Context: an optimization exercise on an open-source flow, tuned for small area, a short achievable clock period and few clock cycles. The choices shown serve that exercise and are no tape-out recipe. Power and IR drop assume default switching activity.

==> flow/design.v <==
module adder_32b (a, b, cin, sum);
  input  [31:0] a, b;
  input         cin;
  output [31:0] sum;
  wire [31:0] p0 = a ^ b;
  wire [31:0] g0 = a & b;
  wire [31:0] g1i = {g0[31:1], g0[0] | (p0[0] & cin)};
  wire [31:0] g [0:5];
  wire [31:0] p [0:5];
  assign g[0] = g1i;
  assign p[0] = p0;
  genvar l, k;
  generate
    for (l = 0; l < 5; l = l + 1) begin : g_lvl
      for (k = 0; k < 32; k = k + 1) begin : g_bit
        if (k >= (1 << l)) begin : g_op
          assign g[l+1][k] = g[l][k] | (p[l][k] & g[l][k - (1 << l)]);
          assign p[l+1][k] = p[l][k] & p[l][k - (1 << l)];
        end else begin : g_pass
          assign g[l+1][k] = g[l][k];
          assign p[l+1][k] = p[l][k];
        end
      end
    end
  endgenerate
  assign sum = p0 ^ {g[5][30:0], cin};
endmodule
module ks_add #(parameter W = 16) (a, b, cin, sum, cout);
  input  [W-1:0] a, b;
  input          cin;
  output [W-1:0] sum;
  output         cout;
  localparam L = $clog2(W);
  wire [W-1:0] g [0:L];
  wire [W-1:0] p [0:L];
  wire [W-1:0] x = a ^ b;
  assign g[0] = {a[W-1:1] & b[W-1:1], (a[0] & b[0]) | (x[0] & cin)};
  assign p[0] = x;
  genvar l, k;
  generate
    for (l = 0; l < L; l = l + 1) begin : g_lvl
      for (k = 0; k < W; k = k + 1) begin : g_bit
        if (k >= (1 << l)) begin : g_op
          assign g[l+1][k] = g[l][k] | (p[l][k] & g[l][k - (1 << l)]);
          assign p[l+1][k] = p[l][k] & p[l][k - (1 << l)];
        end else begin : g_pass
          assign g[l+1][k] = g[l][k];
          assign p[l+1][k] = p[l][k];
        end
      end
    end
  endgenerate
  assign sum  = x ^ {g[L][W-2:0], cin};
  assign cout = g[L][W-1];
endmodule
module reg_file (clk, we, wa, wd, ra1, ra2, rd1, rd2);
  input         clk, we;
  input  [4:0]  wa, ra1, ra2;
  input  [31:0] wd;
  output [31:0] rd1, rd2;
  wire [31:0] r [0:31];
  assign r[0] = 32'd0;
  genvar i;
  generate
    for (i = 1; i < 32; i = i + 1) begin : g_reg
      reg [31:0] q;
      always @(posedge clk)
        if (we && wa == i) q <= wd;
      assign r[i] = q;
    end
  endgenerate
  assign rd1 = r[ra1];
  assign rd2 = r[ra2];
endmodule
module mips_pipeline (rst, clk, inst_adr, inst, data_adr, data_in, data_out, mem_read, mem_write);
  input rst, clk;
  output [31:0] inst_adr;
  input  [31:0] inst;
  output [31:0] data_adr;
  input  [31:0] data_in;
  output [31:0] data_out;
  output mem_read, mem_write;
  localparam [5:0] OP_R = 6'b000000, OP_LW = 6'b100011, OP_SW = 6'b101011,
                   OP_BEQ = 6'b000100, OP_ADDI = 6'b001001, OP_SLTI = 6'b001010,
                   OP_J = 6'b000010, OP_JR = 6'b000110;
  reg [31:0] pc;
  reg [31:0] x_a, x_b, x_bt;
  reg [15:0] x_imm;
  reg        x_wen, x_load, x_store, x_beq, x_jr;
  reg [4:0]  x_dst;
  reg        x_sub, x_and, x_or, x_slt;
  reg        x_a_fw;                     
  reg        x_b_fw;                     
  reg        x_o_fw, x_o_rf, x_o_imm;    
  reg        x_d_ld;                     
  reg [31:0] m_res, m_sd;
  reg        m_wen, m_load, m_store;
  reg [4:0]  m_dst;
  wire [31:0] m_val = m_load ? data_in : m_res;
  assign data_adr  = m_res;
  assign data_out  = m_sd;
  assign mem_read  = m_load;
  assign mem_write = m_store;
  wire [31:0] x_se  = {{16{x_imm[15]}}, x_imm};
  wire [31:0] e_a   = x_a_fw ? m_res : x_a;
  wire [31:0] e_rt  = x_b_fw ? m_res : x_b;
  wire [31:0] e_b   = ({32{x_o_fw}} & m_res) | ({32{x_o_rf}} & x_b) | ({32{x_o_imm}} & x_se);
  wire        e_inv = x_sub | x_slt;
  wire [31:0] e_sum;
  adder_32b ALU_ADD (.a(e_a), .b(e_b ^ {32{e_inv}}), .cin(e_inv), .sum(e_sum));
  wire        e_lt  = (e_a[31] ^ e_b[31]) ? e_a[31] : e_sum[31];
  wire [31:0] e_res = x_and ? (e_a & e_b) :
                      x_or  ? (e_a | e_b) :
                      x_slt ? {31'd0, e_lt} : e_sum;
  wire        e_eq  = (e_a == e_rt);
  wire        e_taken = x_beq & e_eq;
  wire        redirect = e_taken | x_jr;
  wire [31:0] redirect_pc = x_jr ? e_a : x_bt;
  always @(posedge clk) begin
    if (rst) begin
      m_wen   <= 1'b0;
      m_load  <= 1'b0;
      m_store <= 1'b0;
    end else begin
      m_wen   <= x_wen;
      m_load  <= x_load;
      m_store <= x_store;
    end
    m_res <= e_res;
    m_sd  <= x_d_ld ? data_in : e_rt;
    m_dst <= x_dst;
  end
  assign inst_adr = pc;
  wire [5:0]  op    = inst[31:26];
  wire [4:0]  rs    = inst[25:21];
  wire [4:0]  rt    = inst[20:16];
  wire [4:0]  rd    = inst[15:11];
  wire [5:0]  funct = inst[5:0];
  wire [15:0] imm   = inst[15:0];
  wire is_r    = (op == OP_R);
  wire is_lw   = (op == OP_LW);
  wire is_sw   = (op == OP_SW);
  wire is_beq  = (op == OP_BEQ);
  wire is_addi = (op == OP_ADDI);
  wire is_slti = (op == OP_SLTI);
  wire is_j    = (op == OP_J);
  wire is_jr   = (op == OP_JR);
  wire [4:0] dst = is_r ? rd : rt;
  wire       wen = (is_r | is_lw | is_addi | is_slti) & (dst != 5'd0);
  wire f_add = is_r & (funct == 6'b100000);
  wire f_sub = is_r & (funct == 6'b100011);
  wire f_or  = is_r & (funct == 6'b100101);
  wire f_slt = is_r & (funct == 6'b101010);
  wire f_and = is_r & ~(f_add | f_sub | f_or | f_slt);
  wire use_rs = is_r | is_addi | is_slti | is_lw | is_sw | is_beq | is_jr;
  wire use_rt = is_r | is_beq;
  wire hit_rs = x_wen & (x_dst == rs);
  wire hit_rt = x_wen & (x_dst == rt);
  wire stall  = x_load & ((hit_rs & use_rs) | (hit_rt & use_rt));
  wire        w_en = m_wen;
  wire [31:0] rf_a, rf_b;
  reg_file RF (.clk(clk), .we(w_en), .wa(m_dst), .wd(m_val),
               .ra1(rs), .ra2(rt), .rd1(rf_a), .rd2(rf_b));
  wire [31:0] d_a = (w_en && m_dst == rs) ? m_val : rf_a;
  wire [31:0] d_b = (w_en && m_dst == rt) ? m_val : rf_b;
  wire [31:0] pc4 = pc + 32'd4;
  wire [13:0] hi    = pc[31:18];
  wire [13:0] hi_p1 = hi + 14'd1;
  wire [13:0] hi_m1 = hi - 14'd1;
  wire [16:0] lo;
  ks_add #(16) BT_ADD (.a(pc[17:2]), .b(imm), .cin(1'b1), .sum(lo[15:0]), .cout(lo[16]));
  wire        hi_0  = lo[16] ~^ imm[15];
  wire        hi_up = lo[16] & ~imm[15];
  wire        hi_dn = ~lo[16] & imm[15];
  wire [13:0] bt_hi = ({14{hi_0}} & hi) | ({14{hi_up}} & hi_p1) | ({14{hi_dn}} & hi_m1);
  wire [31:0] bt    = {bt_hi, lo[15:0], pc[1:0]};
  wire        beq_same = is_beq & (rs == rt);
  always @(posedge clk) begin
    if (rst)
      pc <= 32'd0;
    else if (redirect)
      pc <= redirect_pc;
    else if (stall)
      pc <= pc;
    else if (is_j)
      pc <= {pc4[31:28], inst[25:0], 2'b00};
    else if (beq_same)
      pc <= bt;
    else
      pc <= pc4;
  end
  wire kill = rst | redirect | stall;
  always @(posedge clk) begin
    if (kill) begin
      x_wen   <= 1'b0;
      x_load  <= 1'b0;
      x_store <= 1'b0;
      x_beq   <= 1'b0;
      x_jr    <= 1'b0;
    end else begin
      x_wen   <= wen;
      x_load  <= is_lw;
      x_store <= is_sw;
      x_beq   <= is_beq & ~beq_same;
      x_jr    <= is_jr;
    end
    x_a     <= d_a;
    x_b     <= d_b;
    x_bt    <= bt;
    x_imm   <= imm;
    x_dst   <= dst;
    x_sub   <= f_sub;
    x_and   <= f_and;
    x_or    <= f_or;
    x_slt   <= f_slt | is_slti;
    x_a_fw  <= hit_rs & ~x_load;
    x_b_fw  <= hit_rt & ~x_load;
    x_o_fw  <= is_r & hit_rt & ~x_load;
    x_o_rf  <= is_r & ~(hit_rt & ~x_load);
    x_o_imm <= ~is_r;
    x_d_ld  <= hit_rt & x_load;
  end
endmodule
==> flow/config.mk <==
export PLATFORM = sky130hd
export DESIGN_NAME = mips_pipeline
export DESIGN_NICKNAME = mips_pipeline
export VERILOG_FILES = /design/flow/design.v
export SDC_FILE = /design/flow/constraint.sdc
export NUM_CORES = 4
export LEC_CHECK = 0
export CAP_MARGIN = 20
export CORE_MARGIN = 2
export CORE_UTILIZATION = 35
export PLACE_DENSITY = 0.55
export SETUP_SLACK_MARGIN = 5
export SLEW_MARGIN = 20
==> flow/constraint.sdc <==
create_clock -name core_clock -period 10.0 [get_ports {clk}]
set_input_delay 2.0000 -clock core_clock [delete_from_list [all_inputs] [get_ports {clk}]]
set_output_delay 2.0000 -clock core_clock [all_outputs]
set_load 0.01 [all_outputs]
standard.sh (not shown) runs the stock make flow with config.mk's settings and CLKGATE_MAP_FILE= SYNTH_SCRIPT=/design/flow/synth_recipe.tcl, a recipe that flattens the netlist after the stock synthesis.
==> flow/flow/run.sh <==
#!/bin/bash
set -euo pipefail
bash standard.sh SETUP_SLACK_MARGIN=7 finish > standard_flow.log 2>&1
==> next run, changes <==
==> flow/run.sh (new file) <==
#!/bin/bash
# synth_recipe.tcl (not shown) runs the flow's synth.tcl, then flattens the netlist and writes it again
# the make line also repeats each setting of config.mk as NAME=value (left out here)
make -C /OpenROAD-flow-scripts/flow DESIGN_CONFIG=/design/flow/config.mk WORK_HOME=/design/flow/orfs CLKGATE_MAP_FILE= SYNTH_SCRIPT=/design/flow/synth_recipe.tcl finish
removed: flow/flow/run.sh
removed: flow/standard.sh
Effect: Routed wire length came out lower by 17%; clock skew decreases by 0.014 ns; clock power rises by about 0.8%; sequential share of layout area went up by 9.9 points; maximum frequency decreases by 7.3%; hold slack is worse by 0.034 ns; design area is lower by 20%; setup slack is worse by 0.38 ns; global-route usage fell by 6.3 points; via count is lower by 13%; clock-buffer cell count is higher by 2.
No run of this note included a check of the RTL's function; only the layout flow was run.

afterwards: timing with drivers on the ports:
Ports are ideal in the flow. The routed layouts listed here were re-timed in OpenROAD.
Step 1, drivers: a clkbuf_16 drives clk and a buf_2 each remaining input, both assumed.
Step 2 also shifts input and output timing later by t, the mid clock arrival at the registers, as if the neighbouring blocks saw the same clock.
Slacks: no drivers / after step 1 / after step 2; pairs: no drivers / after step 1.
run | t (ns) | setup slack, ns | worst setup path after step 2 | slew at the worst register clock pin (ns)
the first run | 0.883 | 5.257 / 5.287 / 4.404 | input to register | 0.08 / 0.08
the second run | 0.863 | 4.882 / 4.933 / 4.071 | input to register | 0.07 / 0.07
After both steps every run listed still meets setup and hold. For the first run, which loses most, drivers alone change the setup slack by +0.030 ns; drivers and shift together by -0.853 ns.
